What follows belongs to an exercise in optimizing a design on an open flow for small area; a production flow would make more cautious choices. RTL that was checked went through simulation tests only; none was proved equivalent to the original. For run 6, only the layout was checked, not whether the RTL still works. The clock cells of runs 5 to 8 come from the design's own scripts or RTL, not from TritonCTS. No driver is modelled on the clock port, so clock power and skew are understated where the tree is cut down; a real chip needs a root buffer or a tree. Power figures rest on the tool's default switching activity, not on a simulated workload.

<file path="design/flow/run.sh">
#!/bin/bash
# synth_recipe.tcl (not shown) runs the flow's synth.tcl, then flattens the netlist and writes it again
# the make line also repeats each setting of config.mk as NAME=value (left out here)
make -C /OpenROAD-flow-scripts/flow DESIGN_CONFIG=/design/flow/config.mk WORK_HOME=/design/flow/orfs CLKGATE_MAP_FILE= SYNTH_SCRIPT=/design/flow/synth_recipe.tcl finish
</file>
<file path="design/flow/design.v">
module Binary_mul_16_1_bi (P, A, B, clk, rst_n, en);
    input signed [15:0] A;
    input signed [15:0] B;
    input clk, rst_n, en;
    output reg [30:0] P;
    reg  [2:0]  k;
    reg  [15:0] H;
    wire [16:0] Bx = {B, 1'b0};
    wire        b_hi = Bx[{k, 1'b0} + 5'd2];
    wire        b_mi = Bx[{k, 1'b0} + 5'd1];
    wire        b_lo = Bx[{k, 1'b0}];
    wire one = b_mi ^ b_lo;
    wire two = (b_hi & ~b_mi & ~b_lo) | (~b_hi & b_mi & b_lo);
    wire neg = b_hi;
    wire [16:0] mag = one ? {A[15], A} : two ? {A, 1'b0} : 17'd0;
    wire [17:0] pp  = {mag[16], mag} ^ {18{neg}};
    wire [17:0] acc = (k == 3'd0) ? 18'd0 : {{2{H[15]}}, H};
    wire [17:0] T   = acc + pp + {17'd0, neg};
    always @(posedge clk or negedge rst_n) begin
        if (!rst_n) k <= 3'd0;
        else        k <= k + 3'd1;
    end
    always @(posedge clk) begin
        H <= T[17:2];
        case (k)
            3'd0: P[1:0]   <= T[1:0];
            3'd1: P[3:2]   <= T[1:0];
            3'd2: P[5:4]   <= T[1:0];
            3'd3: P[7:6]   <= T[1:0];
            3'd4: P[9:8]   <= T[1:0];
            3'd5: P[11:10] <= T[1:0];
            3'd6: P[13:12] <= T[1:0];
            3'd7: P[30:14] <= T[16:0];
        endcase
    end
endmodule
</file>
<file path="design/flow/config.mk">
export PLATFORM = sky130hd
export DESIGN_NAME = Binary_mul_16_1_bi
export DESIGN_NICKNAME = Binary_mul_16_1_bi
export VERILOG_FILES = /design/flow/design.v
export SDC_FILE = /design/flow/constraint.sdc
export NUM_CORES = 4
export LEC_CHECK = 0
export CAP_MARGIN = 20
export CORE_MARGIN = 2
export CORE_UTILIZATION = 40
export SLEW_MARGIN = 20
</file>
<file path="design/flow/constraint.sdc">
create_clock -name core_clock -period 10.0 [get_ports {clk}]
set_input_delay 2.0000 -clock core_clock [delete_from_list [all_inputs] [get_ports {clk}]]
set_output_delay 2.0000 -clock core_clock [all_outputs]
set_load 0.01 [all_outputs]
</file>
==> results.txt, run 1 <==
CTS H-tree lvls 2; Die Y ~90 um; Starting Density roughly two fifths; Critical Path Max Stage Delay approximately 0.46 ns; setup TNS 0 ns; crit-path cells clkdlybuf4s50_1 > mux4_2 > mux2i_1 > and2_4 > nor3b_1 > buf_4 > a221oi_1 > ha_1 > nor2b_1 > o21ai_0 > a21oi_1 > o21ai_0 > a21oi_1 > o21ai_0 > a21oi_1 > o311ai_0; number of synthesized flops with an enable pin 31; top cell type's share of synthesized area between 30% and 40%; final hold vios 0; Placed Instances 418; max cap viols 0; number of global-route vias before repair 2158; Area growth syn-to-layout 28.1%; ANT nets after route 0; Ys Warns 1; timing-limited maximum frequency 162 MHz; CTS tree done; CTS Buffer Depth 2; CP max stage cell mux4_2; cts hold-fix bufs 0; post-DR vias/cell 5.19; Tcrit/Tclk final between 60% and 70%; Slew @ Worst Pin between 0.9 and 1 ns; clock insertion delay at the later pin of the skew report ~0.3 ns; unrepaired setup endpoints after global routing no; routability cong. between 0.8 and 0.9; CTS clk-pin slew, worst paths around 0.090 ns; top post-synthesis cells by area edfxtp_1, dfxtp_1, ha_1, mux2_2, a21oi_1; CTS Buf Count 5; final setup vio count 0; share of cells above drive strength 1 a little under an eighth; initial antenna violation count 0; Worst Setup Start Kind input pin; Max VDD drop 0.0488 mV; Synth area leader edfxtp_1; CP Max Fanout 20; relative slew slack between 30% and 40%; power per cell area between 100 and 150 nW/um^2; drt total wl 6360 um; Max Slew Vio Count 0; Post-Layout Cell Count approximately 430; Synth async-reset ratio under 10%; WP data arrival 6.23 ns; pin count of the biggest net entering global routing 21; hold slack around 0.64 ns; Net Count, Synth 322; Setup Fix Bufs, Post-CTS 0; 1st-iter DRT viols 73; status timing/DRC/antenna clean; Seq/Total Area, Yosys about 44%; I/O Pins 66; Post-CTS Resized 0; Avg Synthesized Cell Area around 11 sq um; area of the die between 8000 and 9000 sq um; Final min period 6.18 ns; post-synthesis instance total roughly 260; first-pass GRT wire length about 11000 um; Top FF cell, synth edfxtp_1; Total GRT Usage between 10% and 20%; Post-DP HPWL roughly 4700 um; critical path launch point B[12]; # nets final 384; critical path class input pin to flip-flop; Sink Count 50; R2R Path Start k[1]; Buf/Inv on CP 2; Core Area between 7000 and 8000 sq um; CTS root buffer clkbuf_8; Port Buffers 64; die width between 90 and 100 um; DR DRC count 0; Final Instance Area 3820 sq um; worst endpoint required time around 10 ns; total number of vias around 2200; synthesized flop and latch total 50; mapped cell area about 3000 sq um; filler cell count between 600 and 700; Setup crit end kind flip-flop; # diodes 0; dpl cell area 3710 sq um; Rows 31; Worst Min Path Start k[0]; drt pass-1 iters 4; Max Clock Skew ~0.0066 ns; Overflow after GRT 0; Cell variety after synth between 40 and 50; routed length per instance 14.9 um; Worst Hold Class flip-flop to flip-flop; Top delay family on crit path compound AO/OA/AOI/OAI gates; leakage power between 1 and 1.5 nW
## cell families after synthesis
family	count (synthesis)	synth area share, %
compound gates	72	17.0
simple gates	56	10.2
flops	50	44.4
buf+inv	25	3.60
mux	24	10.8
fa+ha+maj	23	9.89
xor+xnor	14	4.11
## sequential cells by signal (all words and copies together), names as in the netlist
register and cells:
H 16, P 31, k 3
## cell type report
cell class | count | area, sq um | share of cell area [%]
tap | 99 | 124 | 3.24
multi-input combinational | 189 | 1550 | 40.6
inverter | 14 | 52.6 | 1.37
clock inverter | 3 | 45.0 | 1.18
clock buffer | 5 | 68.8 | 1.80
timing repair buffer | 66 | 656 | 17.1
sequential | 50 | 1330 | 34.7
## per-stage QoR
step,setup WS [ns],total power [mW],util [%]
finish,3.82,0.545,52.7
global route,3.34,0.579,52.7
CTS,3.79,0.552,52.7
detailed placement,3.54,0.407,51.1
global placement,3.55,0.405,51.1
floorplan,4.35,0.361,-
## power breakdown
group          leakage, nW  total (mW)  switching (mW)  internal (mW)
registers            0.456       0.243         0.00151          0.241
clock network       0.0504       0.143          0.0685         0.0744
logic                0.948       0.160          0.0867         0.0730
total                 1.45       0.545           0.157          0.389
## synthesized netlist by cell type (all sizes together) (2+ instances only)
| cell type | instances |
|---|---|
| mux2 | 15 |
| a211oi | 3 |
| xnor2 | 10 |
| nand3 | 2 |
| a21oi | 28 |
| nor2 | 6 |
| mux2i | 4 |
| buf | 6 |
| mux4 | 5 |
| dfrtp | 3 |
| ha | 22 |
| nor2b | 4 |
| nand2b | 3 |
| and2 | 18 |
| nand4 | 2 |
| nor3 | 4 |
| a21o | 7 |
| nand2 | 12 |
| o31ai | 2 |
| dfxtp | 16 |
| xor2 | 4 |
| a221oi | 14 |
| edfxtp | 31 |
| o21ai | 9 |
| clkbuf | 5 |
| inv | 14 |
## layer usage
layer | track usage (%) | share of wire (%) | vias to the layer above
met5 | 0 | 0 | -
li1 | - | - | 1112
met3 | 2.75 | 3.1 | 6
met2 | 26.6 | 47 | 44
met1 | 21.8 | 49 | 1049
met4 | 4.23 | 1.2 | 0
## worst paths after layout
| kind | to | slack, ns | depth (start not counted) |
|---|---|---|---|
| worst max-delay path | P[30] | 3.82 | 16 |
| min in group asynchronous | k[2] | 1.88 | 1 |
| worst max register to register | P[30] | 5.18 | 15 |
| worst min-delay path | k[0] | 0.64 | 1 |
| max in group asynchronous | k[1] | 7.97 | 1 |
| worst min register to register | k[0] | 0.64 | 1 |
## layout by cell type (no fill, tap or decap), drive strengths merged, types with 3 or more instances in the layout
master	count
mux2	15
a21oi	28
o21ai	9
mux2i	4
xnor2	10
nor2b	4
mux4	5
a221oi	14
a21o	7
dfxtp	16
nor2	6
and2	18
inv	14
clkdlybuf4s50	64
nand2	12
ha	22
clkbuf	5
nor3	4
nand2b	3
dfrtp	3
edfxtp	31
xor2	4
a211oi	3
==> run 2: changes to the inputs <==
==> design/flow/flow/run.sh (new file) <==
#!/bin/bash
# Standard ORFS layout, with the port buffers made of the smallest buffer cell.
set -euo pipefail
bash standard.sh \
  'BUFFER_PORTS_ARGS=-buffer_cell sky130_fd_sc_hd__buf_1' \
  finish > flow.log 2>&1
==> design/flow/standard.sh (new file) <==
#!/bin/bash
# synth_recipe.tcl (not shown) runs the flow's synth.tcl, then flattens the netlist and writes it again
# the make line also repeats each setting of config.mk as NAME=value (left out here)
make -C /OpenROAD-flow-scripts/flow DESIGN_CONFIG=/design/flow/config.mk WORK_HOME=/design/flow/orfs CLKGATE_MAP_FILE= SYNTH_SCRIPT=/design/flow/synth_recipe.tcl "${@:-finish}"
removed: design/flow/run.sh
==> results.txt, run 2 <==
WP data arrival 5.89 ns (-0.34 ns); initial antenna violation count 0 (unchanged); Net Count, Synth 322 (unchanged); Clk pwr share 27.2% (+1.0 points); filler cell count 710 (+7.6%); Worst Hold Class flip-flop to flip-flop; I/O Pins 66 (unchanged); top cell type's share of synthesized area 31.2% (unchanged); number of global-route vias before repair 2112 (-2.1%); ANT nets after route 0 (unchanged); Reg power frac 45.2% (+0.7 points); Seq/Total Area, Yosys 44.4% (unchanged); Core Area 7250 sq um (unchanged); Final Core Density 47.2% (-5.5 points); Sink Count 50 (unchanged); CTS tree done; crit-path cells buf_1 > mux4_2 > mux2i_1 > and2_4 > nor3b_1 > buf_4 > a221oi_1 > ha_1 > nor2b_1 > o21ai_0 > a21oi_1 > o21ai_0 > a21oi_1 > o21ai_0 > a21oi_1 > o311ai_0; Sw Pwr 158 uW (+1.1%); sw frac 29.5% (+0.74 points); Slew @ Worst Pin 0.987 ns (+0.0404 ns); first-pass GRT wire length 10300 um (-3.1%); Overflow after GRT 0 (unchanged); Cell variety after synth 46 (unchanged); pin count of the biggest net entering global routing 21 (unchanged); cts hold-fix bufs 0 (unchanged); Rows 31 (unchanged); status timing/DRC/antenna clean; Top FF cell, synth edfxtp_1; top flop regs P (31), H (16), k (3); die width 90.4 um (unchanged); DR DRC count 0 (unchanged); Post-CTS Resized 0 (unchanged); setup TNS 0 ns (unchanged); total number of vias 2195 (-0.72%); Gate power share 27.6% (-1.7 points); critical path class input pin to flip-flop; mapped cell area 2990 sq um (unchanged); commonest non-fill, non-tap cells in the layout buf_1, edfxtp_1, a21oi_1; routability cong. 0.810 (-0.60%); worst endpoint required time 10.06 ns (about the same); Max VDD drop 0.0457 mV (-6.3%); Avg Synthesized Cell Area 11.3 sq um (unchanged); final setup vio count 0 (unchanged); Max Slew Vio Count 0 (unchanged); Setup Fix Bufs, Post-CTS 0 (unchanged); max cap viols 0 (unchanged); Total GRT Usage 15.5% (-0.51 points); internal cell power 379 uW (-2.5%); Worst Setup Start Kind input pin; Max Clock Skew 0.00652 ns (-0.000114 ns); Routed met1 length 2950 um (-4.7%); CP max stage cell mux4_2; top-count cell post-synth edfxtp_1; largest register by flop count P; Area growth syn-to-layout 14.7%; final worst setup slack 4.17 ns (+0.353 ns); # nets final 384 (unchanged); CP Max Fanout 20 (unchanged); Setup crit end kind flip-flop; routed length per instance 14.5 um (-2.6%); Tcrit/Tclk final 58.3% (-3.5 points); Die Y 90.4 um (unchanged); Port Buffers 64 (unchanged); Starting Density 41.2% (unchanged); Final Instance Area 3420 sq um (-10%); # diodes 0 (unchanged); post-DR vias/cell 5.15 (-0.72%); dpl cell area 3310 sq um (-11%); leakage power 1.28 nW (-12%); unrepaired setup endpoints after global routing no; commonest cells in the netlist edfxtp_1, a21oi_1, ha_1; final hold vios 0 (unchanged); CTS root buffer clkbuf_8; Met2 Wirelength 2910 um (-2.8%); timing-limited maximum frequency 172 MHz (+6.1%); power per cell area 157 nW/um^2 (+10%); Final min period 5.83 ns (-0.353 ns); commonest non-fill, non-tap cell in the layout buf_1; clock insertion delay at the later pin of the skew report 0.31 ns (about the same); CTS H-tree lvls 2 (unchanged); CTS Buf Count 5 (unchanged); relative slew slack 34.2% (-2.7 points); number of flip-flops in the largest register 31 (unchanged); pre-CTS setup slack 3.81 ns (+0.274 ns); number of synthesized flops with an enable pin 31 (unchanged); Synth area leader edfxtp_1; Final Power 537 uW (-1.4%); top sig layer met4; post-synthesis instance total 264 (unchanged); detailed-routed wire length on met3 258 um (+32%); share of cells above drive strength 1 11.3% (unchanged); Synth async-reset ratio 6.00% (unchanged); drt pass-1 iters 4 (unchanged); Critical Path Max Stage Delay 0.46 ns (about the same); area of the die 8170 sq um (unchanged); 1st-iter DRT viols 96 (+32%); drt total wl 6200 um (-2.6%); Ys Warns 1 (unchanged); CTS clk-pin slew, worst paths 0.10 ns (about the same); synthesized flop and latch total 50 (unchanged); Post-DP HPWL 4540 um (-4.1%); top post-synthesis cells by area edfxtp_1, dfxtp_1, ha_1, mux2_2, a21oi_1; CTS Buffer Depth 2 (unchanged)
## run 2: layer usage
metal  vias to the layer above  GRT usage (%)
li1                       1117              -
met1                      1028           21.8
met2                        44           24.2
met3                         6           3.09
met4                         0           4.87
met5                         -              0
## run 2: worst max-delay path, delay by kind of cell
kind / cells / cell delay [ns]
compound gates: 8 / 1.96
fa+ha+maj: 1 / 0.32
buf+inv: 2 / 0.27
mux: 2 / 0.76
simple gates: 3 / 0.58
## run 2: path summary, 6_finish.rpt
check | from | end | slack, ns | depth (start not counted)
setup / recovery | B[12] | P[30] | 4.17 | 16
hold / removal | k[0] | k[0] | 0.63 | 1
setup reg to reg | k[1] | P[30] | 5.18 | 15
hold reg to reg | k[0] | k[0] | 0.63 | 1
max in group asynchronous | rst_n | k[1] | 8.37 | 1
min in group asynchronous | rst_n | k[2] | 1.48 | 1
## run 2: final cells by class
type                       count  area, sq um  share of cell area [%]
clock buffer                   5         68.8                    2.01
clock inverter                 3         45.0                    1.32
inverter                      14         52.6                    1.54
multi-input combinational    189         1550                    45.3
sequential                    50         1330                    38.7
tap                           99          124                    3.62
timing repair buffer          66          255                    7.46
## run 2: logic make-up (layout without fill, tap and decap cells)
group	after synthesis	after routing	synth area share, %
buffers and inverters	25	88	3.60
AOI/OAI and AO/OA	72	72	17.0
muxes	24	24	10.8
DFF	50	50	44.4
and+or+nand+nor	56	56	10.2
adders and majority gates	23	23	9.89
xor gates and xnor gates	14	14	4.11
## run 2: through the flow
step / hold WS [ns] / instances
after floorplan: 0.547 / 264
after global placement: 0.628 / 418
after detailed placement: 0.627 / 418
after CTS: 0.646 / 426
after global routing: 0.673 / 426
final: 0.635 / 426
## run 2: power by group through the flow
stage / Combinational (mW) / Clock (mW) / Sequential (mW)
after floorplan: 0.114 / 0 / 0.247
after global placement: 0.147 / 0 / 0.247
after CTS: 0.150 / 0.149 / 0.243
final: 0.149 / 0.146 / 0.243
after global routing: 0.168 / 0.155 / 0.244
after detailed placement: 0.148 / 0 / 0.247
==> run 3: changes to the inputs <==
==> design/flow/design.v (replaced) <==
module Binary_mul_16_1_bi (P, A, B, clk, rst_n, en);
    input signed [15:0] A;
    input signed [15:0] B;
    input clk, rst_n, en;
    output [30:0] P;
    reg  [30:2] Pr;
    assign P = {Pr, (A[1] & B[0]) ^ (A[0] & B[1]), A[0] & B[0]};
    reg  [2:0]  k;
    reg  [15:0] H;
    reg         b_lo;
    wire        b_hi = B[{k, 1'b1}];
    wire        b_mi = B[{k, 1'b0}];
    wire one = b_mi ^ b_lo;
    wire two = (b_hi & ~b_mi & ~b_lo) | (~b_hi & b_mi & b_lo);
    wire neg = b_hi;
    wire [17:0] ax  = {{2{A[15]}}, A};
    wire [17:0] ax2 = {A[15], A, 1'b0};
    wire [17:0] hx  = {{2{H[15]}}, H};
    wire        run = (k != 3'd0);
    wire [17:0] pp, ac, T;
    wire [18:0] c;
    assign c[0] = neg;
    genvar i;
    generate
        for (i = 0; i < 18; i = i + 1) begin : g_add
            assign pp[i] = ((one & ax[i]) | (two & ax2[i])) ^ neg;
            assign ac[i] = run & hx[i];
            assign T[i]  = ac[i] ^ pp[i] ^ c[i];
            assign c[i+1] = (ac[i] & pp[i]) | (ac[i] & c[i]) | (pp[i] & c[i]);
        end
    endgenerate
    always @(posedge clk or negedge rst_n) begin
        if (!rst_n) k <= 3'd0;
        else        k <= k + 3'd1;
    end
    always @(posedge clk) begin
        H <= T[17:2];
        b_lo <= b_hi & (k != 3'd7);
        case (k)
            3'd1: Pr[3:2]   <= T[1:0];
            3'd2: Pr[5:4]   <= T[1:0];
            3'd3: Pr[7:6]   <= T[1:0];
            3'd4: Pr[9:8]   <= T[1:0];
            3'd5: Pr[11:10] <= T[1:0];
            3'd6: Pr[13:12] <= T[1:0];
            3'd7: Pr[30:14] <= T[16:0];
            default: ;
        endcase
    end
endmodule
==> design/flow/flow/run.sh (replaced) <==
#!/bin/bash
# ORFS layout through the standard.sh, with three changes:
#  - synthesis is the standard script with an area-oriented ABC mapping
#    script (flow/area.abc); registers are untouched;
#  - port buffers use the smallest buffer cell;
#  - clock tree: a small tree without dummy loads.
# Each tool's full output stays in orfs/logs; make's output goes to flow.log.
set -euo pipefail
W=$PWD
export MY_ABC_SCRIPT=$W/flow/area.abc
bash standard.sh \
  "SYNTH_SCRIPT=$W/flow/synth.tcl" \
  'BUFFER_PORTS_ARGS=-buffer_cell sky130_fd_sc_hd__buf_1' \
  "CTS_ARGS=-sink_clustering_enable -repair_clock_nets -dont_use_dummy_load -buf_list sky130_fd_sc_hd__clkbuf_8 -root_buf sky130_fd_sc_hd__clkbuf_8 -sink_clustering_size 50 -sink_clustering_max_diameter 400" \
  finish > flow.log 2>&1
==> design/flow/flow/area.abc (new file) <==
strash
&get -n
&st
&dch -f
&nf -R 1000
&put
topo
==> design/flow/flow/synth.tcl (new file) <==
proc synth {args} { yosys synth -nofsm -noshare {*}$args }
set fh [open $::env(SCRIPTS_DIR)/synth.tcl]
set body [read $fh]
close $fh
set body [string map [list {log_cmd abc {*}$abc_args} {log_cmd abc {*}[lreplace $abc_args 1 1 $::env(MY_ABC_SCRIPT)]}] $body]
uplevel #0 $body
# left out here: clear keep_hierarchy, flatten, clean up, hide names made inside functions, write 1_2_yosys.v
==> results.txt, run 3 <==
Net Count, Synth 225 (-30%); relative slew slack 40.6% (+6.4 points); Overflow after GRT 0 (unchanged); Area growth syn-to-layout 20.7%; initial antenna violation count 0 (unchanged); drt pass-1 iters 4 (unchanged); clock insertion delay at the later pin of the skew report 0.30 ns (about the same); Setup crit end kind flip-flop; Worst Hold Class flip-flop to flip-flop; routed length per instance 13.0 um (-11%); largest register by flop count Pr; pin count of the biggest net entering global routing 19 (-9.5%); top flop regs Pr (29), H (16), k (3); Hold Path Depth 3 (+2); Final Core Density 50.3% (+3.1 points); leakage power 0.994 nW (-22%); internal cell power 338 uW (-11%); critical path class input pin to flip-flop; mapped cell area 2320 sq um (-22%); Post-DP HPWL 3190 um (-30%); commonest non-fill, non-tap cells in the layout buf_1, edfxtp_1, clkinv_1; Clk pwr share 21.7% (-5.5 points); top-count cell post-synth edfxtp_1; CTS clk-pin slew, worst paths 0.09 ns (about the same); final setup vio count 0 (unchanged); Top FF cell, synth edfxtp_1; Starting Density 41.7% (+0.55 points); Synth area leader edfxtp_1; post-DR vias/cell 4.64 (-9.9%); max cap viols 0 (unchanged); Port Buffers 64 (unchanged); total number of vias 1449 (-34%); Tcrit/Tclk final 95.8% (+38 points); commonest cells in the netlist edfxtp_1, clkinv_1, nand2_1; Max Clock Skew 0.0179 ns (+0.0114 ns); Setup Fix Bufs, Post-CTS 0 (unchanged); cts hold-fix bufs 0 (unchanged); number of global-route vias before repair 1414 (-33%); CTS Buf Count 5 (unchanged); power per cell area 165 nW/um^2 (+5.2%); Core Area 5570 sq um (-23%); number of flip-flops in the largest register 29 (-6.5%); pre-CTS setup slack 0.0876 ns (-3.72 ns); CTS H-tree lvls 2 (unchanged); number of synthesized flops with an enable pin 29 (-6.5%); Final min period 9.58 ns (+3.75 ns); Sw Pwr 126 uW (-21%); die width 80.2 um (-11%); Avg Synthesized Cell Area 13.9 sq um (+23%); first-pass GRT wire length 6570 um (-36%); CTS Buffer Depth 2 (unchanged); sw frac 27.1% (-2.4 points); area of the die 6440 sq um (-21%); # diodes 0 (unchanged); Synth async-reset ratio 6.12% (+0.12 points); final worst setup slack 0.419 ns (-3.75 ns); CP Max Fanout 3 (-85%); R2R Setup Slk 1.61 ns (-3.57 ns); setup TNS 0 ns (unchanged); drt total wl 4050 um (-35%); routability cong. 0.741 (-8.6%); Max Slew Vio Count 0 (unchanged); Post-CTS Resized 0 (unchanged); # nets final 300 (-22%); top post-synthesis cells by area edfxtp_1, dfxtp_1, fa_1, xnor2_1, a22oi_1; Sink Count 49 (-2.0%); R2R cell count 24 (+9); Reg power frac 53.0% (+7.8 points); status timing/DRC/antenna clean; final hold vios 0 (unchanged); Slew @ Worst Pin 0.891 ns (-0.0961 ns); unrepaired setup endpoints after global routing no; Cell variety after synth 20 (-57%); CTS tree done; I/O Pins 66 (unchanged); Seq/Total Area, Yosys 55.3% (+11 points); Ys Warns 1 (unchanged); DR DRC count 0 (unchanged); 1st-iter DRT viols 67 (-30%); Worst Setup Start Kind input pin; share of cells above drive strength 1 10.4% (-0.90 points); top cell type's share of synthesized area 37.5% (+6.3 points); post-synthesis instance total 167 (-37%); Max VDD drop 0.0781 mV (+71%); ANT nets after route 0 (unchanged); timing-limited maximum frequency 104 MHz (-39%); Gate power share 25.3% (-2.3 points); commonest non-fill, non-tap cell in the layout buf_1; synthesized flop and latch total 49 (-2.0%); Rows 27 (-13%); worst endpoint required time 10.06 ns (about the same); CTS root buffer clkbuf_8; WP data arrival 9.64 ns (+3.75 ns); Die Y 80.2 um (-11%); Total GRT Usage 13.6% (-1.9 points)
-- run 3: changes by cell type after synthesis, sizes merged, moves of 13 or more --
cell / before / now
ha: 22 / 6
a21oi: 28 / 2
clkinv: 0 / 22
mux2: 15 / 0
a22oi: 1 / 15
inv: 14 / 0
and2: 18 / 5
a221oi: 14 / 0
fa: 1 / 17
-- run 3: logic make-up (layout without fill, tap and decap cells) --
logic type | count (synthesis) | after routing | share of synthesized area (%)
xor gates and xnor gates | 18 | 18 | 6.78
adders and majority gates | 23 | 23 | 17.9
buffers and inverters | 22 | 95 | 3.55
DFF | 49 | 49 | 55.3
and+or+nand+nor | 30 | 30 | 6.03
muxes | 6 | 6 | 4.74
AOI/OAI and AO/OA | 19 | 19 | 5.71
-- run 3: power groups by stage --
stage | Combinational [mW] | Sequential (mW) | Clock, mW
after global placement | 0.119 | 0.250 | 0
after CTS | 0.121 | 0.246 | 0.104
final | 0.117 | 0.246 | 0.101
after global routing | 0.136 | 0.246 | 0.113
after floorplan | 0.0895 | 0.249 | 0
after detailed placement | 0.120 | 0.250 | 0
-- run 3: critical path, cell delays in order --
cell and delay [ns]:
buf_1 0.10, mux4_2 0.45, mux2i_1 0.29, nand3b_1 0.20, o21ai_4 0.07, a22oi_2 0.13, xor2_1 0.25, fa_2 0.25
clkinv_1 0.07, fa_1 0.39, fa_1 0.40, fa_1 0.40, fa_1 0.39, fa_1 0.40, fa_1 0.40, fa_2 0.36
fa_2 0.34, fa_2 0.35, fa_2 0.35, fa_2 0.34, fa_2 0.34, fa_2 0.36, fa_2 0.42, fa_1 0.52
clkinv_1 0.07
-- run 3: path summary, 6_finish.rpt --
kind | start | to
worst max-delay path | B[0] | Pr[30]
worst min-delay path | H[5] | H[3]
worst max register to register | k[0] | Pr[30]
worst min register to register | H[5] | H[3]
max in group asynchronous | rst_n | k[1]
min in group asynchronous | rst_n | k[2]
-- run 3: cell type report --
cell class | count | area, sq um
Fill cell | 531 | 2770
Sequential cell | 49 | 1290
Multi-Input combinational cell | 96 | 1010
Timing Repair Buffer | 68 | 270
Tap cell | 72 | 90.1
Inverter | 22 | 82.6
Clock buffer | 5 | 68.8
-- run 3: layer usage --
| layer | share of wire [%] | GRT usage, % | routed length (um) | vias up |
|---|---|---|---|---|
| li1 | - | - | - | 711 |
| met1 | 44 | 17.7 | 1770 | 682 |
| met4 | 1.2 | 5.59 | 50 | 0 |
| met2 | 48 | 21.5 | 1930 | 50 |
| met3 | 7.2 | 3.71 | 292 | 6 |
| met5 | 0 | 0 | 0 | - |
-- run 3: stage by stage --
step	cell area, sq um	hold WS (ns)	instances	power [mW]
6_report	2810	0.652	312	0.463
3_5_place_dp	2740	0.656	307	0.370
2_1_floorplan	2380	0.594	167	0.339
4_1_cts	2810	0.666	312	0.471
3_3_place_gp	2740	0.650	307	0.369
5_1_grt	2810	0.706	312	0.496
==> run 4: changes to the inputs <==
==> design/flow/flow/run.sh (replaced) <==
#!/bin/bash
# ORFS layout through the standard.sh, with three changes:
#  - synthesis is the standard script with an area-oriented ABC mapping
#    script (flow/area.abc); registers are untouched;
#  - port buffers use the smallest buffer cell;
#  - clock tree: a single clock buffer (flow/cts_hook.tcl) in place of
#    TritonCTS's two-level tree.
# Each tool's full output stays in orfs/logs; make's output goes to flow.log.
set -euo pipefail
W=$PWD
export MY_ABC_SCRIPT=$W/flow/area.abc
export ONE_CLOCK_BUFFER=sky130_fd_sc_hd__clkbuf_8
bash standard.sh \
  "SYNTH_SCRIPT=$W/flow/synth.tcl" \
  'BUFFER_PORTS_ARGS=-buffer_cell sky130_fd_sc_hd__buf_1' \
  "PRE_CTS_TCL=$W/flow/cts_hook.tcl" \
  finish > flow.log 2>&1
==> design/flow/flow/cts_hook.tcl (new file) <==
# Clock tree: one clock buffer, placed at the centre of the registers,
# drives every register's clock pin (all registers see the same clock).
rename clock_tree_synthesis orfs_clock_tree_synthesis
proc clock_tree_synthesis {args} {
  set block [ord::get_db_block]
  set sx 0.0
  set sy 0.0
  set n 0
  foreach inst [$block getInsts] {
    if { [[$inst getMaster] isSequential] } {
      set box [$inst getBBox]
      set sx [expr { $sx + ([$box xMin] + [$box xMax]) / 2.0 }]
      set sy [expr { $sy + ([$box yMin] + [$box yMax]) / 2.0 }]
      incr n
    }
  }
  set x [ord::dbu_to_microns [expr { int($sx / $n) }]]
  set y [ord::dbu_to_microns [expr { int($sy / $n) }]]
  puts "Clock buffer at ($x, $y) for $n registers"
  insert_buffer -buffer_cell $::env(ONE_CLOCK_BUFFER) -net clk -location [list $x $y] \
    -buffer_name clkbuf_root -net_name clknet_root
  [$block findNet clknet_root] setSigType CLOCK
  [$block findNet clk] setSigType CLOCK
  set_propagated_clock [all_clocks]
}
==> results.txt, run 4 <==
top-count cell post-synth edfxtp_1; Post-DP HPWL 3190 um (unchanged); Die Y 80.2 um (unchanged); routability cong. 0.741 (unchanged); Top FF cell, synth edfxtp_1; status did not finish; synthesized flop and latch total 49 (unchanged); Starting Density 41.7% (unchanged); commonest cells in the netlist edfxtp_1, clkinv_1, nand2_1; Seq/Total Area, Yosys 55.3% (unchanged); Net Count, Synth 225 (unchanged); top post-synthesis cells by area edfxtp_1, dfxtp_1, fa_1, xnor2_1, a22oi_1; Ys Warns 1 (unchanged); Synth async-reset ratio 6.12% (unchanged); Avg Synthesized Cell Area 13.9 sq um (unchanged); number of synthesized flops with an enable pin 29 (unchanged); die width 80.2 um (unchanged); Synth area leader edfxtp_1; top cell type's share of synthesized area 37.5% (unchanged); I/O Pins 66 (unchanged); mapped cell area 2320 sq um (unchanged); dpl cell area 2740 sq um (unchanged); Port Buffers 64 (unchanged); Cell variety after synth 20 (unchanged); stop err Error: cts.tcl, 36 invalid command name "NULL"; Stopped at clock tree synthesis (4_1_cts); post-synthesis instance total 167 (unchanged); Rows 27 (unchanged)
-- run 4: cell counts after synthesis --
Identical to the previous run, type by type.
-- run 4: power by group through the flow --
stage               clock network, mW  registers [mW]  logic (mW)
floorplan                           0           0.249      0.0895
global placement                    0           0.250       0.119
detailed placement                  0           0.250       0.120
-- run 4: how the worst max path moves through the flow --
stage	start	to	slack, ns	cells past startpoint
2_1_floorplan	B[15]	Pr[30]	0.04	24
3_3_place_gp	B[0]	Pr[30]	0.15	25
3_5_place_dp	B[0]	Pr[30]	0.09	25
-- run 4: stage by stage --
step | instances | util (%) | hold WS, ns | setup WS, ns
3_5_place_dp | 307 | 49.1 | 0.656 | 0.0876
2_1_floorplan | 167 | - | 0.594 | 0.0383
3_3_place_gp | 307 | 49.1 | 0.650 | 0.150
-- run 4: cell families after synthesis --
group / after synthesis / share of synthesized area, %
flops: 49 / 55.3
simple gates: 30 / 6.03
fa+ha+maj: 23 / 17.9
buf+inv: 22 / 3.55
compound gates: 19 / 5.71
xor+xnor: 18 / 6.78
mux: 6 / 4.74
==> run 5: changes to the inputs <==
==> design/flow/flow/run.sh (replaced) <==
#!/bin/bash
# ORFS layout through the standard.sh, with three changes:
#  - synthesis is the standard script with an area-oriented ABC mapping
#    script (flow/area.abc); registers are untouched;
#  - port buffers use the smallest buffer cell;
#  - clock tree: three clock buffers fed by the clock port (flow/cts_hook.tcl),
#    each driving one cluster of registers, in place of
#    TritonCTS's two-level tree.
# Each tool's full output stays in orfs/logs; make's output goes to flow.log.
set -euo pipefail
W=$PWD
export MY_ABC_SCRIPT=$W/flow/area.abc
export CLOCK_BUFFERS=3
export CLOCK_BUFFER_CELL=sky130_fd_sc_hd__clkbuf_8
bash standard.sh \
  "SYNTH_SCRIPT=$W/flow/synth.tcl" \
  'BUFFER_PORTS_ARGS=-buffer_cell sky130_fd_sc_hd__buf_1' \
  "PRE_CTS_TCL=$W/flow/cts_hook.tcl" \
  finish > flow.log 2>&1
==> design/flow/flow/cts_hook.tcl (replaced) <==
proc one_level_clock {nbuf cell} {
  set block [ord::get_db_block]
  set pins {}
  set px {}
  set py {}
  foreach it [[$block findNet clk] getITerms] {
    set inst [$it getInst]
    set box [$inst getBBox]
    lappend pins $it
    lappend px [expr { ([$box xMin] + [$box xMax]) / 2.0 }]
    lappend py [expr { ([$box yMin] + [$box yMax]) / 2.0 }]
  }
  set n [llength $pins]
  # initial centres: spread along sorted x
  set order [lsort -real -indices $px]
  set cx {}
  set cy {}
  for {set c 0} {$c < $nbuf} {incr c} {
    set i [lindex $order [expr { int(($c + 0.5) * $n / $nbuf) }]]
    lappend cx [lindex $px $i]
    lappend cy [lindex $py $i]
  }
  for {set iter 0} {$iter < 50} {incr iter} {
    set asg {}
    for {set i 0} {$i < $n} {incr i} {
      set best 0
      set bd 1e30
      for {set c 0} {$c < $nbuf} {incr c} {
        set d [expr { abs([lindex $px $i] - [lindex $cx $c]) + abs([lindex $py $i] - [lindex $cy $c]) }]
        if { $d < $bd } { set bd $d; set best $c }
      }
      lappend asg $best
    }
    for {set c 0} {$c < $nbuf} {incr c} {
      set sx 0.0; set sy 0.0; set m 0
      for {set i 0} {$i < $n} {incr i} {
        if { [lindex $asg $i] == $c } {
          set sx [expr { $sx + [lindex $px $i] }]
          set sy [expr { $sy + [lindex $py $i] }]
          incr m
        }
      }
      if { $m > 0 } {
        lset cx $c [expr { $sx / $m }]
        lset cy $c [expr { $sy / $m }]
      }
    }
  }
  for {set c 0} {$c < $nbuf} {incr c} {
    set loads {}
    for {set i 0} {$i < $n} {incr i} {
      if { [lindex $asg $i] == $c } {
        set it [lindex $pins $i]
        lappend loads [get_pins [[$it getInst] getName]/[[$it getMTerm] getName]]
      }
    }
    if { [llength $loads] == 0 } { continue }
    set x [ord::dbu_to_microns [expr { int([lindex $cx $c]) }]]
    set y [ord::dbu_to_microns [expr { int([lindex $cy $c]) }]]
    puts "Clock buffer $c at ($x, $y) drives [llength $loads] registers"
    insert_buffer -buffer_cell $cell -net clk -load_pins $loads -location [list $x $y] \
      -buffer_name clkbuf_leaf_$c -net_name clknet_leaf_$c
  }
  foreach net [$block getNets] {
    if { [string match clk* [$net getName]] } {
      $net setSigType CLOCK
    }
  }
  set_propagated_clock [all_clocks]
}

rename clock_tree_synthesis orfs_clock_tree_synthesis
proc clock_tree_synthesis {args} {
  one_level_clock $::env(CLOCK_BUFFERS) $::env(CLOCK_BUFFER_CELL)
}
==> results.txt, run 5 <==
status timing/DRC/antenna clean; Area growth syn-to-layout 19.6%; Worst Hold Class flip-flop to flip-flop; number of flip-flops in the largest register 29; # nets final slightly below 300; CTS clk-pin slew, worst paths roughly 0.090 ns; Tcrit/Tclk final 96.9%; first-pass GRT wire length between 6000 and 7000 um; critical path class input pin to flip-flop; pin count of the biggest net entering global routing 20; WP data arrival around 9.6 ns; Core Area 5570 sq um; Max VDD drop between 0.08 and 0.09 mV; share of cells above drive strength 1 roughly a tenth; 1st-iter DRT viols 88; clock insertion delay at the later pin of the skew report between 0.15 and 0.2 ns; Top FF cell, synth edfxtp_1; worst endpoint required time just under 10 ns; DR DRC count 0; die width 80.2 um (unchanged); mapped cell area 2320 sq um (unchanged); Cell variety after synth 20 (unchanged); routed length per instance about 13 um; # diodes 0; commonest non-fill, non-tap cell in the layout buf_1; Die Y 80.2 um (unchanged); Port Buffers 64 (unchanged); setup TNS 0 ns; number of global-route vias before repair between 1000 and 1500; CP max stage cell fa_1; Slew @ Worst Pin around 0.89 ns; Setup Fix Bufs, Post-CTS 0; filler cell count 530; final setup vio count 0; Final min period 9.69 ns; routability cong. 0.741 (unchanged); top cell type's share of synthesized area 37.5% (unchanged); Max Clock Skew between 0.02 and 0.025 ns; drt pass-1 iters 4; initial antenna violation count 0; Critical Path Max Stage Delay ~0.52 ns; unrepaired setup endpoints after global routing no; Ys Warns 1 (unchanged); ANT nets after route 0; hold slack 0.656 ns; commonest cells in the netlist edfxtp_1, clkinv_1, nand2_1; Post-DP HPWL 3190 um (unchanged); most frequent CP cell fa_2; pre-CTS setup slack 0.0876 ns (unchanged); Seq/Total Area, Yosys 55.3% (unchanged); final worst setup slack between 0.3 and 0.4 ns; Setup crit end kind flip-flop; Total GRT Usage between 10% and 20%; top post-synthesis cells by area edfxtp_1, dfxtp_1, fa_1, xnor2_1, a22oi_1; Avg Synthesized Cell Area 13.9 sq um (unchanged); Synth area leader edfxtp_1; number of synthesized flops with an enable pin 29 (unchanged); synthesized flop and latch total 49 (unchanged); drt total wl roughly 4000 um; Net Count, Synth 225 (unchanged); Overflow after GRT 0; commonest non-fill, non-tap cells in the layout buf_1, edfxtp_1, clkinv_1; Rows 27 (unchanged); total number of vias around 1400; max cap viols 0; Starting Density 41.7% (unchanged); Synth async-reset ratio 6.12% (unchanged); CP Max Fanout 3; largest register by flop count Pr; timing-limited maximum frequency around 100 MHz; leakage power ~0.97 nW; power per cell area between 150 and 200 nW/um^2; top flop regs Pr (29), H (16), k (3); Worst Setup Start Kind input pin; relative slew slack ~41%; Max Slew Vio Count 0; final hold vios 0; I/O Pins 66 (unchanged); post-DR vias/cell between 4 and 5; post-synthesis instance total 167 (unchanged); top-count cell post-synth edfxtp_1; area of the die about 6400 sq um
-- run 5: cell families (layout without fill, tap and decap cells) --
| family | count (synthesis) | in the layout | share of synthesized area, % |
|---|---|---|---|
| flops | 49 | 49 | 55.3 |
| simple gates | 30 | 30 | 6.03 |
| fa+ha+maj | 23 | 23 | 17.9 |
| buf+inv | 22 | 93 | 3.55 |
| compound gates | 19 | 19 | 5.71 |
| xor+xnor | 18 | 18 | 6.78 |
| mux | 6 | 6 | 4.74 |
-- run 5: path summary, 6_finish.rpt --
path | startpoint | endpoint | slack (ns) | depth (start not counted)
worst max-delay path | B[0] | Pr[30] | 0.31 | 25
worst min-delay path | H[5] | H[3] | 0.66 | 3
worst max register to register | k[0] | Pr[30] | 1.60 | 24
worst min register to register | H[5] | H[3] | 0.66 | 3
max in group asynchronous | rst_n | k[1] | 8.23 | 1
min in group asynchronous | rst_n | k[2] | 1.62 | 1
-- run 5: layout make-up, clock buffers not listed --
cell class | count | area, sq um | area share, %
well taps | 72 | 90.1 | 3.24
multi-input cells | 96 | 1010 | 36.3
inverters | 22 | 82.6 | 2.97
flip-flops and latches | 49 | 1290 | 46.2
repair buffers | 68 | 270 | 9.72
-- run 5: routing by layer --
layer	track usage [%]	vias to the layer above	share of wire (%)
met3	2.02	2	6.4
met5	0	-	0
met4	0.847	0	0.60
li1	-	707	-
met1	18.5	673	45
met2	21.2	41	48
-- run 5: critical path, delay by kind of cell --
kind                       cells  cell delay (ns)
AOI/OAI and AO/OA              2             0.20
adders and majority gates     16             6.00
buffers and inverters          3             0.24
xor gates and xnor gates       1             0.25
and+or+nand+nor                1             0.19
muxes                          2             0.71
-- run 5: report_power, final --
part	leakage (nW)	total [mW]	internal (mW)	switching, mW
combinational	0.507	0.117	0.0501	0.0671
sequential	0.445	0.246	0.242	0.00315
clock	0.0216	0.0743	0.0278	0.0465
total	0.974	0.437	0.320	0.117
-- run 5: timing repair --
action	in CTS	in global routing
resized for setup	0	1
hold buffers	0	0
setup endpoints to repair	0	1
-- run 5: per-stage QoR --
stage          total power [mW]  area (sq um)  utilization, %  cells
6_report                  0.437          2780            49.9    310
5_1_grt                   0.471          2780            49.9    310
4_1_cts                   0.443          2780            49.8    310
3_5_place_dp              0.370          2740            49.1    307
3_3_place_gp              0.369          2740            49.1    307
2_1_floorplan             0.339          2380               -    167
==> run 6: changes to the inputs <==
--- a/design/flow/design.v
+++ b/design/flow/design.v
@@ -7,12 +7,11 @@
     assign P = {Pr, (A[1] & B[0]) ^ (A[0] & B[1]), A[0] & B[0]};
     reg  [2:0]  k;
     reg  [15:0] H;
-    reg         b_lo;
-    wire        b_hi = B[{k, 1'b1}];
-    wire        b_mi = B[{k, 1'b0}];
-    wire one = b_mi ^ b_lo;
-    wire two = (b_hi & ~b_mi & ~b_lo) | (~b_hi & b_mi & b_lo);
-    wire neg = b_hi;
+    reg         one, two, neg;
+    wire [2:0]  j    = k + 3'd1;
+    wire        n_hi = B[{j, 1'b1}];
+    wire        n_mi = B[{j, 1'b0}];
+    wire        n_lo = neg & (k != 3'd7);
     wire [17:0] ax  = {{2{A[15]}}, A};
     wire [17:0] ax2 = {A[15], A, 1'b0};
     wire [17:0] hx  = {{2{H[15]}}, H};
@@ -34,8 +33,10 @@
         else        k <= k + 3'd1;
     end
     always @(posedge clk) begin
-        H <= T[17:2];
-        b_lo <= b_hi & (k != 3'd7);
+        H   <= T[17:2];
+        one <= n_mi ^ n_lo;
+        two <= (n_hi & ~n_mi & ~n_lo) | (~n_hi & n_mi & n_lo);
+        neg <= n_hi;
         case (k)
             3'd1: Pr[3:2]   <= T[1:0];
             3'd2: Pr[5:4]   <= T[1:0];
==> results.txt, run 6 <==
status timing/DRC/antenna clean; cts hold-fix bufs 0 (unchanged); clock insertion delay at the later pin of the skew report 0.17 ns (about the same); share of cells above drive strength 1 2.95% (-7.1 points); FF-to-FF End Pr[30]; Slew @ Worst Pin 0.909 ns (+0.0181 ns); initial antenna violation count 0 (unchanged); Starting Density 40.7% (-1.0 points); Setup crit end kind flip-flop; Max Slew Vio Count 0 (unchanged); commonest non-fill, non-tap cells in the layout buf_1, edfxtp_1, clkinv_1, nand2_1, dfxtp_1; WP data arrival 8.92 ns (-0.67 ns); largest register by flop count Pr; R2R Path Start k[0]; Worst Setup Start Kind input pin; commonest non-fill, non-tap cell in the layout buf_1; Avg Synthesized Cell Area 13.9 sq um (about the same); critical path class input pin to flip-flop; leakage power 1.01 nW (+3.9%); Cell variety after synth 17 (-15%); routability cong. 0.741 (+0.11%); Synth area leader edfxtp_1; final worst setup slack 1.00 ns (+0.689 ns); max cap viols 0 (unchanged); top flop regs Pr (29), H (16), k (3); Total GRT Usage 11.9% (-0.83 points); pin count of the biggest net entering global routing 22 (+10%); R2R Setup Slk 1.64 ns (+0.04 ns); CP max stage cell fa_1; Port Buffers 64 (unchanged); setup TNS 0 ns (unchanged); Max VDD drop 0.0753 mV (-14%); Crit path depth 21 (-16%); area of the die 6550 sq um (+1.7%); DR DRC count 0 (unchanged); Net Count, Synth 228 (+1.3%); most frequent CP cell fa_1; Final min period 9.00 ns (-0.689 ns); Synth async-reset ratio 5.88% (-0.24 points); pre-CTS setup slack 0.770 ns (+0.682 ns); Setup Fix Bufs, Post-CTS 0 (unchanged); final hold vios 0 (unchanged); internal cell power 323 uW (+0.95%); hold slack 0.636 ns (-0.0197 ns); worst endpoint required time 9.92 ns (+0.02 ns); drt pass-1 iters 4 (unchanged); first-pass GRT wire length 6270 um (-4.5%); routed length per instance 11.7 um (-9.8%); post-synthesis instance total 170 (+1.8%); top post-synthesis cells by area edfxtp_1, dfxtp_1, fa_1, xor2_1, a22oi_1; CP Max Fanout 6 (+3); CTS clk-pin slew, worst paths 0.11 ns (+0.02 ns); Sw Pwr 115 uW (-1.3%); Post-CTS Resized 0 (unchanged); Seq/Total Area, Yosys 56.0% (+0.70 points); final setup vio count 0 (unchanged); Clk pwr share 17.2% (+0.2 points); Final Core Density 47.2% (-2.7 points); total number of vias 1383 (-2.8%); die width 80.9 um (+0.87%); Post-DP HPWL 2840 um (-11%); mapped cell area 2370 sq um (+1.8%); number of synthesized flops with an enable pin 29 (unchanged); Gate power share 23.5% (-3.3 points); Post-Layout Cell Count 312 (+0.65%); Reg power frac 59.3% (+3.1 points); ANT nets after route 0 (unchanged); synthesized flop and latch total 51 (+4.1%); 1st-iter DRT viols 57 (-35%); top cell type's share of synthesized area 36.8% (-0.67 points); timing-limited maximum frequency 111 MHz (+7.7%); I/O Pins 66 (unchanged); Top delay family on crit path adder cells; Buf/Inv on CP 3 (unchanged); Rows 28 (+3.7%); power per cell area 160 nW/um^2 (+1.8%); # diodes 0 (unchanged); number of flip-flops in the largest register 29 (unchanged); Area growth syn-to-layout 15.9%; Worst setup endpoint Pr[30]; top-count cell post-synth edfxtp_1; commonest cells in the netlist edfxtp_1, clkinv_1, nand2_1; Die Y 80.9 um (+0.87%); critical path launch point A[0]; R2R cell count 23 (-4.2%); Worst Hold Class flip-flop to flip-flop; unrepaired setup endpoints after global routing no; post-DR vias/cell 4.43 (-3.4%); drt total wl 3650 um (-9.2%); relative slew slack 39.3% (-1.3 points); Core Area 5820 sq um (+4.3%); crit-path cells buf_1 > a22oi_1 > xnor2_1 > fa_1 > clkinv_1 > fa_1 > fa_1 > fa_1 > fa_1 > fa_1 > fa_1 > fa_1 > fa_1 > fa_1 > fa_1 > fa_1 > fa_1 > fa_1 > fa_1 > fa_1 > clkinv_1; sw frac 26.3% (-0.44 points); Top FF cell, synth edfxtp_1; Overflow after GRT 0 (unchanged); Placed Instances 309 (+0.65%); Critical Path Max Stage Delay 0.51 ns (about the same); number of global-route vias before repair 1375 (-0.22%); Ys Warns 1 (unchanged); # nets final 297 (-0.34%); Tcrit/Tclk final 90.0% (-6.9 points); Max Clock Skew 0.0233 ns (-0.000157 ns)
run 6: changes by cell type after synthesis, sizes merged, moves of 2 or more:
cell,delta
xor2,+13
nand2,+4
dfxtp,+2
xnor2,-12
nand2b,-2
run 6: how the worst min path moves through the flow:
stage          slack, ns  startpoint    to  cells past startpoint
3_5_place_dp        0.65        k[0]  k[0]                      1
6_report            0.64        H[3]  H[1]                      3
4_1_cts             0.64        H[3]  H[1]                      3
5_1_grt             0.68        H[3]  H[1]                      3
3_3_place_gp        0.65        k[0]  k[0]                      1
2_1_floorplan       0.59        k[0]  k[0]                      1
run 6: routing by layer:
| metal | GRT usage, % | vias up | part of all wire, % |
|---|---|---|---|
| met2 | 21.6 | 27 | 51 |
| met4 | 2.03 | 0 | 1.7 |
| li1 | - | 705 | - |
| met3 | 1.44 | 4 | 5.0 |
| met1 | 15.5 | 647 | 42 |
| met5 | 0 | - | 0 |
run 6: power groups by stage:
| stage | registers, mW | clock network, mW | logic (mW) |
|---|---|---|---|
| 5_1_grt | 0.261 | 0.0869 | 0.123 |
| 3_5_place_dp | 0.264 | 0 | 0.108 |
| 2_1_floorplan | 0.262 | 0 | 0.0815 |
| 6_report | 0.260 | 0.0754 | 0.103 |
| 3_3_place_gp | 0.265 | 0 | 0.104 |
| 4_1_cts | 0.260 | 0.0794 | 0.107 |
run 6: kinds of logic after synthesis:
logic type / after synthesis / synth area share (%)
DFF: 51 / 56.0
AOI/OAI and AO/OA: 19 / 5.66
muxes: 6 / 4.65
and+or+nand+nor: 30 / 5.60
buffers and inverters: 22 / 3.49
adders and majority gates: 23 / 17.5
xor gates and xnor gates: 19 / 7.03
run 6: area by class of cell, clock buffers not listed:
cell class | instances | area (sq um)
fill | 556 | 3070
sequential | 51 | 1330
inverter | 22 | 82.6
tap | 75 | 93.8
multi-input combinational | 97 | 958
timing repair buffer | 64 | 240
run 6: through the flow:
step                power, mW  cell area [sq um]
detailed placement      0.372               2700
global placement        0.369               2700
floorplan               0.344               2370
finish                  0.439               2740
CTS                     0.447               2740
global route            0.472               2740
run 6: worst min-delay path, stage by stage (launching register included):
cell      delay, ns
dfxtp_1        0.31
nand2_1        0.08
fa_1           0.17
clkinv_1       0.06
==> run 7: changes to the inputs <==
--- a/design/flow/design.v
+++ b/design/flow/design.v
@@ -8,14 +8,23 @@
     reg  [2:0]  k;
     reg  [15:0] H;
     reg         one, two, neg;
-    wire [2:0]  j    = k + 3'd1;
-    wire        n_hi = B[{j, 1'b1}];
-    wire        n_mi = B[{j, 1'b0}];
+    reg         n_hi, n_mi;
+    always @(*) begin
+        case (k)
+            3'd0: {n_hi, n_mi} = B[3:2];
+            3'd1: {n_hi, n_mi} = B[5:4];
+            3'd2: {n_hi, n_mi} = B[7:6];
+            3'd3: {n_hi, n_mi} = B[9:8];
+            3'd4: {n_hi, n_mi} = B[11:10];
+            3'd5: {n_hi, n_mi} = B[13:12];
+            3'd6: {n_hi, n_mi} = B[15:14];
+            default: {n_hi, n_mi} = B[1:0];
+        endcase
+    end
     wire        n_lo = neg & (k != 3'd7);
     wire [17:0] ax  = {{2{A[15]}}, A};
     wire [17:0] ax2 = {A[15], A, 1'b0};
     wire [17:0] hx  = {{2{H[15]}}, H};
-    wire        run = (k != 3'd0);
     wire [17:0] pp, ac, T;
     wire [18:0] c;
     assign c[0] = neg;
@@ -23,7 +32,7 @@
     generate
         for (i = 0; i < 18; i = i + 1) begin : g_add
             assign pp[i] = ((one & ax[i]) | (two & ax2[i])) ^ neg;
-            assign ac[i] = run & hx[i];
+            assign ac[i] = hx[i];
             assign T[i]  = ac[i] ^ pp[i] ^ c[i];
             assign c[i+1] = (ac[i] & pp[i]) | (ac[i] & c[i]) | (pp[i] & c[i]);
         end
@@ -33,7 +42,7 @@
         else        k <= k + 3'd1;
     end
     always @(posedge clk) begin
-        H   <= T[17:2];
+        H   <= T[17:2] & {16{k != 3'd7}};
         one <= n_mi ^ n_lo;
         two <= (n_hi & ~n_mi & ~n_lo) | (~n_hi & n_mi & n_lo);
         neg <= n_hi;
--- a/design/flow/flow/run.sh
+++ b/design/flow/flow/run.sh
@@ -1,7 +1,8 @@
 #!/bin/bash
 # ORFS layout through the standard.sh, with three changes:
-#  - synthesis is the standard script with an area-oriented ABC mapping
-#    script (flow/area.abc); registers are untouched;
+#  - synthesis is the standard script (flow/synth.tcl) with an
+#    area-oriented ABC mapping script (flow/area.abc) and only full adders
+#    extracted as adder cells; registers are untouched;
 #  - port buffers use the smallest buffer cell;
 #  - clock tree: three clock buffers fed by the clock port (flow/cts_hook.tcl),
 #    each driving one cluster of registers, in place of
==> design/flow/flow/synth.tcl (replaced) <==
proc synth {args} { yosys synth -nofsm -noshare {*}$args }
set fh [open $::env(SCRIPTS_DIR)/synth.tcl]
set body [read $fh]
close $fh
set body [string map [list {log_cmd abc {*}$abc_args} {log_cmd abc {*}[lreplace $abc_args 1 1 $::env(MY_ABC_SCRIPT)]} {extract_fa {*}[dont_use_extract_fa_args]} {extract_fa -fa}] $body]
uplevel #0 $body
# left out here: clear keep_hierarchy, flatten, clean up, hide names made inside functions, write 1_2_yosys.v
--- a/design/flow/config.mk
+++ b/design/flow/config.mk
@@ -7,5 +7,6 @@
 export LEC_CHECK = 0
 export CAP_MARGIN = 20
 export CORE_MARGIN = 2
-export CORE_UTILIZATION = 40
+export CORE_UTILIZATION = 65
+export PLACE_DENSITY = 0.85
 export SLEW_MARGIN = 20
==> results.txt, run 7 <==
top flop regs Pr (29), H (16), k (3); Synth async-reset ratio 5.88% (unchanged); setup TNS 0 ns (unchanged); Starting Density 67.3% (+27 points); commonest cells in the netlist edfxtp_1, dfxtp_1, xnor2_1; dpl cell area 2520 sq um (-6.5%); Slew @ Worst Pin 0.952 ns (+0.0430 ns); met1 usage in global routing 27.4% (+12 points); synthesized flop and latch total 51 (unchanged); drt total wl 3860 um (+5.7%); initial antenna violation count 0 (unchanged); number of global-route vias before repair 1426 (+3.7%); drt pass-1 iters 4 (unchanged); largest register by flop count Pr; Avg Synthesized Cell Area 14.8 sq um (+6.6%); mapped cell area 2230 sq um (-5.9%); Tcrit/Tclk final 91.0% (+0.98 points); GR peak layer met2; clock insertion delay at the later pin of the skew report 0.17 ns (about the same); Final Core Density 77.5% (+30 points); Post-CTS Resized 0 (unchanged); Worst Setup Start Kind input pin; share of cells above drive strength 1 1.38% (-1.6 points); final setup vio count 0 (unchanged); grt met3 use 1.98% (+0.54 points); Synth area leader edfxtp_1; Core Area 3310 sq um (-43%); worst endpoint required time 9.92 ns (about the same); Ys Warns 1 (unchanged); status timing/DRC/antenna clean; pin count of the biggest net entering global routing 22 (unchanged); Final Power 447 uW (+2.0%); max cap viols 0 (unchanged); commonest non-fill, non-tap cells in the layout buf_1, edfxtp_1, dfxtp_1; first-pass GRT wire length 6470 um (+3.2%); Setup crit end kind flip-flop; unrepaired setup endpoints after global routing no; filler cell count 229 (-59%); total number of vias 1418 (+2.5%); WP data arrival 9.02 ns (+0.10 ns); Net Count, Synth 201 (-12%); top post-synthesis cells by area edfxtp_1, dfxtp_1, fa_1, xnor2_1, a22oi_1; post-synthesis instance total 150 (-12%); routability cong. 0.874 (+18%); Setup Fix Bufs, Post-CTS 0 (unchanged); final hold vios 0 (unchanged); power per cell area 174 nW/um^2 (+9.0%); pre-CTS setup slack 0.736 ns (-0.0332 ns); Placed Instances 260 (-16%); CTS clk-pin slew, worst paths 0.12 ns (about the same); Worst Hold Class flip-flop to flip-flop; number of synthesized flops with an enable pin 29 (unchanged); 1st-iter DRT viols 93 (+63%); Final min period 9.10 ns (+0.0979 ns); critical path class input pin to flip-flop; commonest non-fill, non-tap cell in the layout buf_1; Top FF cell, synth edfxtp_1; Max VDD drop 0.112 mV (+48%); hold slack 0.608 ns (-0.0286 ns); Final Instance Area 2570 sq um (-6.4%); timing-limited maximum frequency 110 MHz (-1.1%); Port Buffers 64 (unchanged); Area growth syn-to-layout 15.2%; cts hold-fix bufs 0 (unchanged); CP Max Fanout 4 (-2); Cell variety after synth 23 (+6); Total GRT Usage 20.5% (+8.6 points); relative slew slack 36.5% (-2.9 points); Rows 21 (-25%); leakage power 0.869 nW (-14%); post-DR vias/cell 5.39 (+22%); # nets final 270 (-9.1%); routed length per instance 14.7 um (+25%); Post-DP HPWL 2920 um (+2.7%); I/O Pins 66 (unchanged); die width 62.5 um (-23%); area of the die 3910 sq um (-40%); Post-Layout Cell Count 263 (-16%); top-count cell post-synth edfxtp_1; Max Slew Vio Count 0 (unchanged); Seq/Total Area, Yosys 59.6% (+3.5 points); # diodes 0 (unchanged); number of flip-flops in the largest register 29 (unchanged); final worst setup slack 0.902 ns (-0.0979 ns); Die Y 62.5 um (-23%); top cell type's share of synthesized area 39.1% (+2.3 points); ANT nets after route 0 (unchanged); met2 Resource Use GR 38.0% (+16 points); DR DRC count 0 (unchanged); Max Clock Skew 0.0317 ns (+0.00846 ns); Overflow after GRT 0 (unchanged)
==> run 7: changes by cell type after synthesis, sizes merged, moves of 3 or more <==
cell    previous run  this run
nand2             22         7
xor2              16         3
ha                 6         0
and2               5        16
mux4               4         0
nor3b              0         3
nand3              0         3
clkinv            22         3
nor2b              3         0
xnor2              3        17
==> run 7: metal layers <==
metal  part of all wire, %  vias up
li1                      -      676
met1                    39      685
met2                    53       53
met3                   6.8        4
met4                  0.88        0
met5                     0        -
==> run 7: cells by family (layout without fill, tap and decap cells) <==
kind of cell	after synthesis	after routing	synth area share (%)
compound gates	23	23	7.98
buf+inv	3	70	0.506
xor+xnor	20	20	7.87
flops	51	51	59.6
simple gates	35	35	8.76
fa+ha+maj	16	16	14.4
mux	2	2	0.955
==> run 7: worst paths after layout <==
kind,startpoint,endpoint,slack [ns],cells past startpoint
worst max-delay path,A[0],Pr[30],0.90,19
worst min-delay path,k[0],k[0],0.61,1
worst max register to register,neg,Pr[30],2.14,17
worst min register to register,k[0],k[0],0.61,1
max in group asynchronous,rst_n,k[0],8.25,1
min in group asynchronous,rst_n,k[2],1.61,1
==> run 7: area by class of cell, clock buffers not listed <==
class	instances	area [sq um]	share of cell area [%]
flip-flops and latches	51	1330	51.7
multi-input cells	96	890	34.7
repair buffers	64	240	9.36
well taps	46	57.6	2.24
inverters	3	11.3	0.439
==> run 7: critical path, stage by stage <==
cell and delay (ns):
buf_1 0.16, nand2_1 0.13, mux2_1 0.37, fa_1 0.39, fa_1 0.41, fa_1 0.39
fa_1 0.39, fa_1 0.38, fa_1 0.39, fa_1 0.38, fa_1 0.39, fa_1 0.40
fa_1 0.39, fa_1 0.40, fa_1 0.40, fa_1 0.40, fa_1 0.40, fa_1 0.39
fa_1 0.46
==> run 7: power breakdown <==
| group | internal [mW] | switching (mW) |
|---|---|---|
| logic | 0.0555 | 0.0540 |
| registers | 0.252 | 0.0112 |
| clock network | 0.0278 | 0.0464 |
==> run 8: changes to the inputs <==
--- a/design/flow/config.mk
+++ b/design/flow/config.mk
@@ -7,6 +7,5 @@
 export LEC_CHECK = 0
 export CAP_MARGIN = 20
 export CORE_MARGIN = 2
-export CORE_UTILIZATION = 65
-export PLACE_DENSITY = 0.85
+export CORE_UTILIZATION = 40
 export SLEW_MARGIN = 20
==> results.txt, run 8 <==
post-synthesis instance total 150 (unchanged); top-count cell post-synth edfxtp_1; Area growth syn-to-layout 16.7%; max cap viols 0 (unchanged); commonest non-fill, non-tap cells in the layout buf_1, edfxtp_1, dfxtp_1; Final min period 9.07 ns (-0.0307 ns); most frequent CP cell fa_1; Critical Path Max Stage Delay 0.45 ns (about the same); routed length per instance 13.7 um (-6.4%); Worst setup endpoint Pr[30]; Avg Synthesized Cell Area 14.8 sq um (unchanged); number of flip-flops in the largest register 29 (unchanged); R2R cell count 18 (+1); WP data arrival 8.99 ns (-0.03 ns); I/O Pins 66 (unchanged); Core Area 5440 sq um (+64%); Post-DP HPWL 2940 um (+0.84%); top flop regs Pr (29), H (16), k (3); CP max stage cell fa_1; critical path launch point A[0]; leakage power 0.869 nW (unchanged); final setup vio count 0 (unchanged); ANT nets after route 0 (unchanged); DR DRC count 0 (unchanged); Worst Setup Start Kind input pin; Tcrit/Tclk final 90.7% (-0.31 points); Setup Fix Bufs, Post-CTS 0 (unchanged); # diodes 0 (unchanged); R2R Path Start one; die width 78.6 um (+26%); Port Buffers 64 (unchanged); largest register by flop count Pr; Seq/Total Area, Yosys 59.6% (unchanged); first-pass GRT wire length 6510 um (+0.74%); cts hold-fix bufs 0 (unchanged); Max Slew Vio Count 0 (unchanged); Final Instance Area 2600 sq um (+1.3%); Post-CTS Resized 0 (unchanged); Synth async-reset ratio 5.88% (unchanged); commonest non-fill, non-tap cell in the layout buf_1; 1st-iter DRT viols 59 (-37%); Final Power 447 uW (about the same); dpl cell area 2560 sq um (+1.3%); Cell variety after synth 23 (unchanged); Synth area leader edfxtp_1; R2R Setup Slk 2.10 ns (-0.04 ns); Top FF cell, synth edfxtp_1; status timing/DRC/antenna clean; number of synthesized flops with an enable pin 29 (unchanged); routability cong. 0.714 (-18%); timing-limited maximum frequency 110 MHz (+0.34%); area of the die 6180 sq um (+58%); drt pass-1 iters 4 (unchanged); Max Clock Skew 0.0275 ns (-0.00425 ns); Die Y 78.6 um (+26%); Hold Path Depth 1 (unchanged); filler cell count 512 (+120%); Total GRT Usage 12.9% (-7.7 points); setup TNS 0 ns (unchanged); Slew @ Worst Pin 0.968 ns (+0.0164 ns); crit-path cells buf_1 > nand2_1 > mux2_1 > fa_1 > fa_1 > fa_1 > fa_1 > fa_1 > fa_1 > fa_1 > fa_1 > fa_1 > fa_1 > fa_1 > fa_1 > fa_1 > fa_1 > fa_1 > fa_1; Max VDD drop 0.0928 mV (-17%); synthesized flop and latch total 51 (unchanged); share of cells above drive strength 1 1.38% (unchanged); relative slew slack 35.4% (-1.1 points); power per cell area 172 nW/um^2 (-1.3%); Net Count, Synth 201 (unchanged); CP Max Fanout 4 (unchanged); final hold vios 0 (unchanged); Setup crit end kind flip-flop; initial antenna violation count 0 (unchanged); top post-synthesis cells by area edfxtp_1, dfxtp_1, fa_1, xnor2_1, a22oi_1; commonest cells in the netlist edfxtp_1, dfxtp_1, xnor2_1; # nets final 270 (unchanged); worst endpoint required time 9.92 ns (about the same); Worst Hold Class flip-flop to flip-flop; Rows 27 (+29%); pin count of the biggest net entering global routing 21 (-4.5%); CTS clk-pin slew, worst paths 0.11 ns (about the same); Starting Density 40.9% (-26 points); Ys Warns 1 (unchanged); Overflow after GRT 0 (unchanged); unrepaired setup endpoints after global routing no; total number of vias 1386 (-2.3%); clock insertion delay at the later pin of the skew report 0.17 ns (about the same); top cell type's share of synthesized area 39.1% (unchanged); number of global-route vias before repair 1372 (-3.8%); critical path class input pin to flip-flop; drt total wl 3970 um (+2.9%); FF-to-FF End Pr[30]; post-DR vias/cell 4.80 (-11%); mapped cell area 2230 sq um (unchanged)
run 8: area by class of cell, clock buffers not listed:
type / instances / area (sq um) / area share, %
sequential: 51 / 1330 / 51.0
multi-input combinational: 96 / 890 / 34.2
timing repair buffer: 64 / 240 / 9.24
tap: 72 / 90.1 / 3.47
inverter: 3 / 11.3 / 0.433
run 8: layer usage:
layer / global-route usage (%) / vias to the layer above / share of wire, %
li1: - / 680 / -
met1: 17.7 / 667 / 46
met2: 22.6 / 32 / 48
met3: 1.26 / 7 / 4.2
met4: 1.58 / 0 / 1.6
met5: 0 / - / 0
run 8: stage by stage:
stage | util [%] | hold WS, ns | cells | setup WS (ns)
after floorplan | - | 0.543 | 150 | 1.19
after global routing | 47.8 | 0.639 | 289 | 0.722
after global placement | 47.0 | 0.585 | 286 | 0.806
final | 47.8 | 0.598 | 289 | 0.933
after detailed placement | 47.0 | 0.586 | 286 | 0.697
after CTS | 47.8 | 0.609 | 289 | 0.911
run 8: worst max-delay path, delay by kind of cell:
kind,cells,cell delay (ns)
simple gates,1,0.11
mux,1,0.37
buf+inv,1,0.15
fa+ha+maj,16,6.37
run 8: worst min-delay path by stage:
| stage | startpoint | to | slack (ns) |
|---|---|---|---|
| after floorplan | k[0] | k[1] | 0.54 |
| after global placement | k[0] | k[1] | 0.58 |
| after detailed placement | k[0] | k[0] | 0.59 |
| after CTS | k[0] | k[1] | 0.61 |
| after global routing | k[0] | k[1] | 0.64 |
| final | k[0] | k[1] | 0.60 |
run 8: kinds of logic (layout without fill, tap and decap cells):
| logic type | after synthesis | in the layout | share of synthesized area, % |
|---|---|---|---|
| AND/OR/NAND/NOR | 35 | 35 | 8.76 |
| adder cells (fa/ha/maj) | 16 | 16 | 14.4 |
| buffers and inverters | 3 | 70 | 0.506 |
| flip-flops | 51 | 51 | 59.6 |
| AO/OA/AOI/OAI | 23 | 23 | 7.98 |
| multiplexers | 2 | 2 | 0.955 |
| XOR/XNOR | 20 | 20 | 7.87 |
run 8: where the power goes:
part           total, mW  internal [mW]  leakage, nW  switching [mW]
combinational      0.107         0.0551        0.386          0.0517
sequential         0.264          0.252        0.462          0.0115
clock             0.0761         0.0278       0.0216          0.0483

-- afterwards: timing with drivers on the ports --
Ports are ideal in the flow. The routed layouts listed here were re-timed in OpenROAD.
Step 1 (the two cells are an assumption about what drives the block):
set clk [get_ports {clk}]
set_driving_cell -lib_cell sky130_fd_sc_hd__clkbuf_16 $clk
set_driving_cell -lib_cell sky130_fd_sc_hd__buf_2 [delete_from_list [all_inputs] $clk]
Step 2 moves the port delays by t, midway between the first and last clock arrival at a register: inputs arrive t later, outputs are due t later. That takes back most of the time a late clock gives input paths.
Three values: no drivers, after step 1, after step 2; two values: the first two.
run | t, ns | slack for setup (ns) | worst hold slack (ns)
run 1 | 0.327 | 3.817 / 3.822 / 3.496 | 0.639 / 0.639 / 0.639
run 2 | 0.331 | 4.170 / 4.179 / 3.848 | 0.635 / 0.635 / 0.635
run 3 | 0.316 | 0.419 / 0.423 / 0.107 | 0.652 / 0.652 / 0.652
run 5 | 0.197 | 0.311 / 0.331 / 0.135 | 0.656 / 0.656 / 0.656
run 6 | 0.204 | 1.000 / 1.026 / 0.823 | 0.636 / 0.636 / 0.636
run 7 | 0.199 | 0.902 / 0.916 / 0.717 | 0.608 / 0.608 / 0.608
run 8 | 0.203 | 0.933 / 0.958 / 0.755 | 0.598 / 0.598 / 0.598
After both steps every run listed still meets setup and hold. The setup slack of run 2, which loses most, moves by +0.009 ns with the drivers and by -0.322 ns with both steps.
